This is an optimization exercise on Yosys and OpenROAD, whose aim is small area, not a production implementation. In this exercise RTL edits were held to simulation tests only and were not proved equivalent to the original. Power figures rest on the tool's default switching activity, not on a simulated workload. The flow treats the clock pin as an ideal source, which a real chip does not have.

delta:
Design adc16_top, start of the top module:
module adc16_top(
 	input                  CLK,
    input                  RESET_n,
	input                  RX1,
	output                 TX1,
    input   wire           CLKOUT_U10_n,
    input   wire           CLKOUT_U11_n,
    input   wire           CLKOUT_U12_n,
    input   wire           CLKOUT_U13_n,
    input   wire           CLKOUT_U14_n,
    input   wire           CLKOUT_U15_n,
    input   wire           CLKOUT_U16_n,
    input   wire           CLKOUT_U17_n,
    input   wire           CLKOUT_U18_n,
    input   wire           CLKOUT_U19_n,
    input   wire           CLKOUT_U20_n,
    input   wire           CLKOUT_U21_n,
    input   wire           CLKOUT_U22_n,
    input   wire           CLKOUT_U23_n,
    input   wire           CLKOUT_U24_n,
    input   wire           CLKOUT_U25_n,
    input   wire           CLKOUT_U10_p,
    input   wire           CLKOUT_U11_p,
    input   wire           CLKOUT_U12_p,
    input   wire           CLKOUT_U13_p,
    input   wire           CLKOUT_U14_p,
    input   wire           CLKOUT_U15_p,
    input   wire           CLKOUT_U16_p,
    input   wire           CLKOUT_U17_p,
    input   wire           CLKOUT_U18_p,
    input   wire           CLKOUT_U19_p,
    input   wire           CLKOUT_U20_p,
    input   wire           CLKOUT_U21_p,
    input   wire           CLKOUT_U22_p,
    input   wire           CLKOUT_U23_p,
    input   wire           CLKOUT_U24_p,
    input   wire           CLKOUT_U25_p,
    input   wire  [15:0]   DATA_IN_U10,
    input   wire  [15:0]   DATA_IN_U11,
    input   wire  [15:0]   DATA_IN_U12,
    input   wire  [15:0]   DATA_IN_U13,
    input   wire  [15:0]   DATA_IN_U14,
    input   wire  [15:0]   DATA_IN_U15,
    input   wire  [15:0]   DATA_IN_U16,
    input   wire  [15:0]   DATA_IN_U17,
    input   wire  [15:0]   DATA_IN_U18,
    input   wire  [15:0]   DATA_IN_U19,
    input   wire  [15:0]   DATA_IN_U20,
    input   wire  [15:0]   DATA_IN_U21,
    input   wire  [15:0]   DATA_IN_U22,
    input   wire  [15:0]   DATA_IN_U23,
    input   wire  [15:0]   DATA_IN_U24,
    input   wire  [15:0]   DATA_IN_U25
	);
For scale: ~580 flip-flops, roughly 290 I/O pins, about 17000 µm² of cells after synthesis.
==> flow/config.mk <==
export PLATFORM = sky130hd
export DESIGN_NAME = adc16_top
export DESIGN_NICKNAME = adc16_top
export VERILOG_FILES = /design/flow/design.v
export SDC_FILE = /design/flow/constraint.sdc
export NUM_CORES = 4
export LEC_CHECK = 0
export CAP_MARGIN = 0
export CORE_MARGIN = 2
export CORE_UTILIZATION = 65
export PLACE_DENSITY = 0.75
export SLEW_MARGIN = 0
==> flow/constraint.sdc <==
create_clock -name core_clock -period 20.0 [get_ports {CLK}]
set_input_delay 4.0000 -clock core_clock [delete_from_list [all_inputs] [get_ports {CLK}]]
set_output_delay 4.0000 -clock core_clock [all_outputs]
set_load 0.01 [all_outputs]
standard.sh (not shown) runs the stock make flow with config.mk's settings and CLKGATE_MAP_FILE= SYNTH_SCRIPT=/design/flow/synth_recipe.tcl, a recipe that flattens the netlist after the stock synthesis.
==> flow/flow/run.sh <==
#!/bin/bash
# The standard layout (standard.sh) with three changes:
#  - synthesis maps the combinational logic with an area-oriented ABC script;
#  - port buffers are sky130_fd_sc_hd__buf_1 instead of the default cell;
#  - clock-tree sinks are clustered into groups of up to 30, without dummy loads.
set -euo pipefail
W=$PWD
export CUSTOM_ABC_SCRIPT=$W/flow/abc_area.script
export FLOW_SYNTH_TCL=$W/synth_recipe.tcl
bash standard.sh \
  "SYNTH_SCRIPT=$W/flow/synth.tcl" \
  "BUFFER_PORTS_ARGS=-buffer_cell sky130_fd_sc_hd__buf_1" \
  "CTS_ARGS=-sink_clustering_enable -repair_clock_nets -sink_clustering_size 16 -sink_clustering_max_diameter 200 -buf_list sky130_fd_sc_hd__clkbuf_8 -dont_use_dummy_load" \
  finish > standard.log 2>&1
==> flow/flow/abc_area.script <==
strash
&get -n
&st
&syn2
&dch
&put
amap -m
==> flow/flow/synth.tcl <==
# The standard synthesis (synth_recipe.tcl), with Yosys's abc pass given
# an area-oriented ABC script (abc_area.script beside this file) in place of
# ORFS's speed script. Only the combinational mapping changes: the flip-flops
# are mapped by dfflibmap before abc runs, exactly as in the standard flow.
proc abc {args} {
  set i [lsearch -exact $args -script]
  if {$i >= 0} { lset args [expr {$i + 1}] $::env(CUSTOM_ABC_SCRIPT) }
  yosys abc {*}$args
}
source $::env(FLOW_SYNTH_TCL)
delta completed every stage of the flow, and the final layout passed the timing, DRC and antenna checks.
For garnet, these inputs were changed with respect to delta:
diff --git a/flow/flow/run.sh b/flow/flow/run.sh
--- a/flow/flow/run.sh
+++ b/flow/flow/run.sh
@@ -12,3 +12,3 @@
   "BUFFER_PORTS_ARGS=-buffer_cell sky130_fd_sc_hd__buf_1" \
-  "CTS_ARGS=-sink_clustering_enable -repair_clock_nets -sink_clustering_size 16 -sink_clustering_max_diameter 200 -buf_list sky130_fd_sc_hd__clkbuf_8 -dont_use_dummy_load" \
+  "CTS_ARGS=-sink_clustering_enable -repair_clock_nets -sink_clustering_size 30 -sink_clustering_max_diameter 200 -dont_use_dummy_load" \
   finish > standard.log 2>&1
Results
Any difference in clock period minus worst slack between garnet and delta is small enough to ignore.
garnet and delta ended up with roughly the same final instance area.
garnet: final routed wirelength across all metal layers is 0.62% higher than what delta reported.
### garnet -> lagoon
diff --git a/flow/flow/run.sh b/flow/flow/run.sh
--- a/flow/flow/run.sh
+++ b/flow/flow/run.sh
@@ -12,3 +12,3 @@
   "BUFFER_PORTS_ARGS=-buffer_cell sky130_fd_sc_hd__buf_1" \
-  "CTS_ARGS=-sink_clustering_enable -repair_clock_nets -sink_clustering_size 30 -sink_clustering_max_diameter 200 -dont_use_dummy_load" \
+  "CTS_ARGS=-sink_clustering_enable -repair_clock_nets -sink_clustering_size 34 -sink_clustering_max_diameter 200 -dont_use_dummy_load" \
   finish > standard.log 2>&1
Results
- Between lagoon and garnet, the difference in global-route usage is negligible.
- garnet -> lagoon: length of routed met3 wiring increased by a few percent
- Relative to garnet, the sequential fraction of total cell area of lagoon is higher by 0.34 points.
- lagoon and garnet ended up with roughly the same share of the cycle needed by the critical path after routing.
- Register-to-register slack | lagoon above garnet
- From garnet to lagoon the numbers moved as follows: worst-case setup margin in the final layout saw a decrease, utilization saw a decrease, final area saw a decrease, first-iteration DRC count saw a decrease.

Another version of the RTL of adc16_top (not shown whole).
For scale: about 1,000 cells after synthesis, about 570 flip-flops.
==> flow/config.mk <==
export PLATFORM = sky130hd
export DESIGN_NAME = adc16_top
export DESIGN_NICKNAME = adc16_top
export VERILOG_FILES = /design/flow/design.v
export SDC_FILE = /design/flow/constraint.sdc
export NUM_CORES = 4
export LEC_CHECK = 0
export CAP_MARGIN = 0
export CORE_MARGIN = 2
export CORE_UTILIZATION = 65
export PLACE_DENSITY = 0.75
export SLEW_MARGIN = 0
==> flow/constraint.sdc <==
create_clock -name core_clock -period 20.0 [get_ports {CLK}]
set_input_delay 4.0000 -clock core_clock [delete_from_list [all_inputs] [get_ports {CLK}]]
set_output_delay 4.0000 -clock core_clock [all_outputs]
set_load 0.01 [all_outputs]
==> flow/flow/run.sh <==
#!/bin/bash
# The standard layout (standard.sh) with three changes:
#  - synthesis maps the combinational logic with an area-oriented ABC script;
#  - port buffers are sky130_fd_sc_hd__buf_1 instead of the default cell;
#  - clock-tree sinks are clustered into groups of up to 34, without dummy loads.
set -euo pipefail
W=$PWD
export CUSTOM_ABC_SCRIPT=$W/flow/abc_area.script
export FLOW_SYNTH_TCL=$W/synth_recipe.tcl
bash standard.sh \
  "SYNTH_SCRIPT=$W/flow/synth.tcl" \
  "BUFFER_PORTS_ARGS=-buffer_cell sky130_fd_sc_hd__buf_1" \
  "CTS_ARGS=-sink_clustering_enable -repair_clock_nets -sink_clustering_size 36 -sink_clustering_max_diameter 200 -dont_use_dummy_load" \
  finish > standard.log 2>&1
Scripts as last shown in full above: flow/flow/abc_area.script, flow/flow/synth.tcl
Next try:
--- a/flow/flow/run.sh
+++ b/flow/flow/run.sh
@@ -13 +13 @@
-  "CTS_ARGS=-sink_clustering_enable -repair_clock_nets -sink_clustering_size 36 -sink_clustering_max_diameter 200 -dont_use_dummy_load" \
+  "CTS_ARGS=-sink_clustering_enable -repair_clock_nets -sink_clustering_size 34 -sink_clustering_max_diameter 200 -root_buf sky130_fd_sc_hd__clkbuf_4 -tree_buf sky130_fd_sc_hd__clkbuf_4 -sink_clustering_buffer sky130_fd_sc_hd__clkbuf_16 -dont_use_dummy_load" \
After rerunning: The changed run passed the timing, DRC and antenna checks; clock-buffer cell count came out higher by 1; worst setup slack gets better by 0.24 ns; die area stays the same; worst hold slack gains 0.0034 ns; utilization stays flat; design area hardly moves.
Next try:
--- a/flow/flow/run.sh
+++ b/flow/flow/run.sh
@@ -13 +13 @@
-  "CTS_ARGS=-sink_clustering_enable -repair_clock_nets -sink_clustering_size 34 -sink_clustering_max_diameter 200 -root_buf sky130_fd_sc_hd__clkbuf_4 -tree_buf sky130_fd_sc_hd__clkbuf_4 -sink_clustering_buffer sky130_fd_sc_hd__clkbuf_16 -dont_use_dummy_load" \
+  "CTS_ARGS=-sink_clustering_enable -repair_clock_nets -sink_clustering_size 34 -sink_clustering_max_diameter 200 -root_buf sky130_fd_sc_hd__clkbuf_8 -tree_buf sky130_fd_sc_hd__clkbuf_8 -sink_clustering_buffer sky130_fd_sc_hd__clkbuf_16 -dont_use_dummy_load" \
Clock-buffer cell count stays the same.
Setup slack is worse by 0.16 ns.
Sequential share of layout area stays flat.
Sequential power hardly moves.
Die area is unchanged.
Sequential cell count stays the same.
Power rose by 0.35%.
Hold slack is about the same.

[re-timing with driven ports]
No port has a modelled driver above. Below, the same layouts with a new extraction and two added sets of constraints. Step 1, drivers: a clkbuf_16 drives CLK and a buf_2 each remaining input, both assumed. Step 2 adds t to the input delays and takes it off the output delays; t is the mean of the earliest and latest rising clock arrival at the registers after step 1. Input paths then give back, and output paths get back, about the clock's delay inside the block. a / b / c = ideal / step 1 / step 2; a / b = the first two.
run | t, ns | slack for setup (ns) | worst register clock-pin slew, ns
delta | 0.592 | 14.436 / 14.458 / 13.866 | 0.10 / 0.10
garnet | 0.578 | 14.439 / 14.467 / 13.889 | 0.11 / 0.11
lagoon | 0.582 | 14.433 / 14.460 / 13.878 | 0.12 / 0.12
the first run of note 2 | 0.579 | 13.602 / 13.628 / 13.050 | 0.12 / 0.12
the second run of note 2 | 0.807 | 13.841 / 13.863 / 13.056 | 0.12 / 0.12
the third run of note 2 | 0.648 | 13.678 / 13.701 / 13.053 | 0.12 / 0.12
After both steps setup and hold are still met in every run listed. The setup slack of the second run of note 2, which loses most, moves by +0.022 ns with the drivers and by -0.785 ns with both steps.
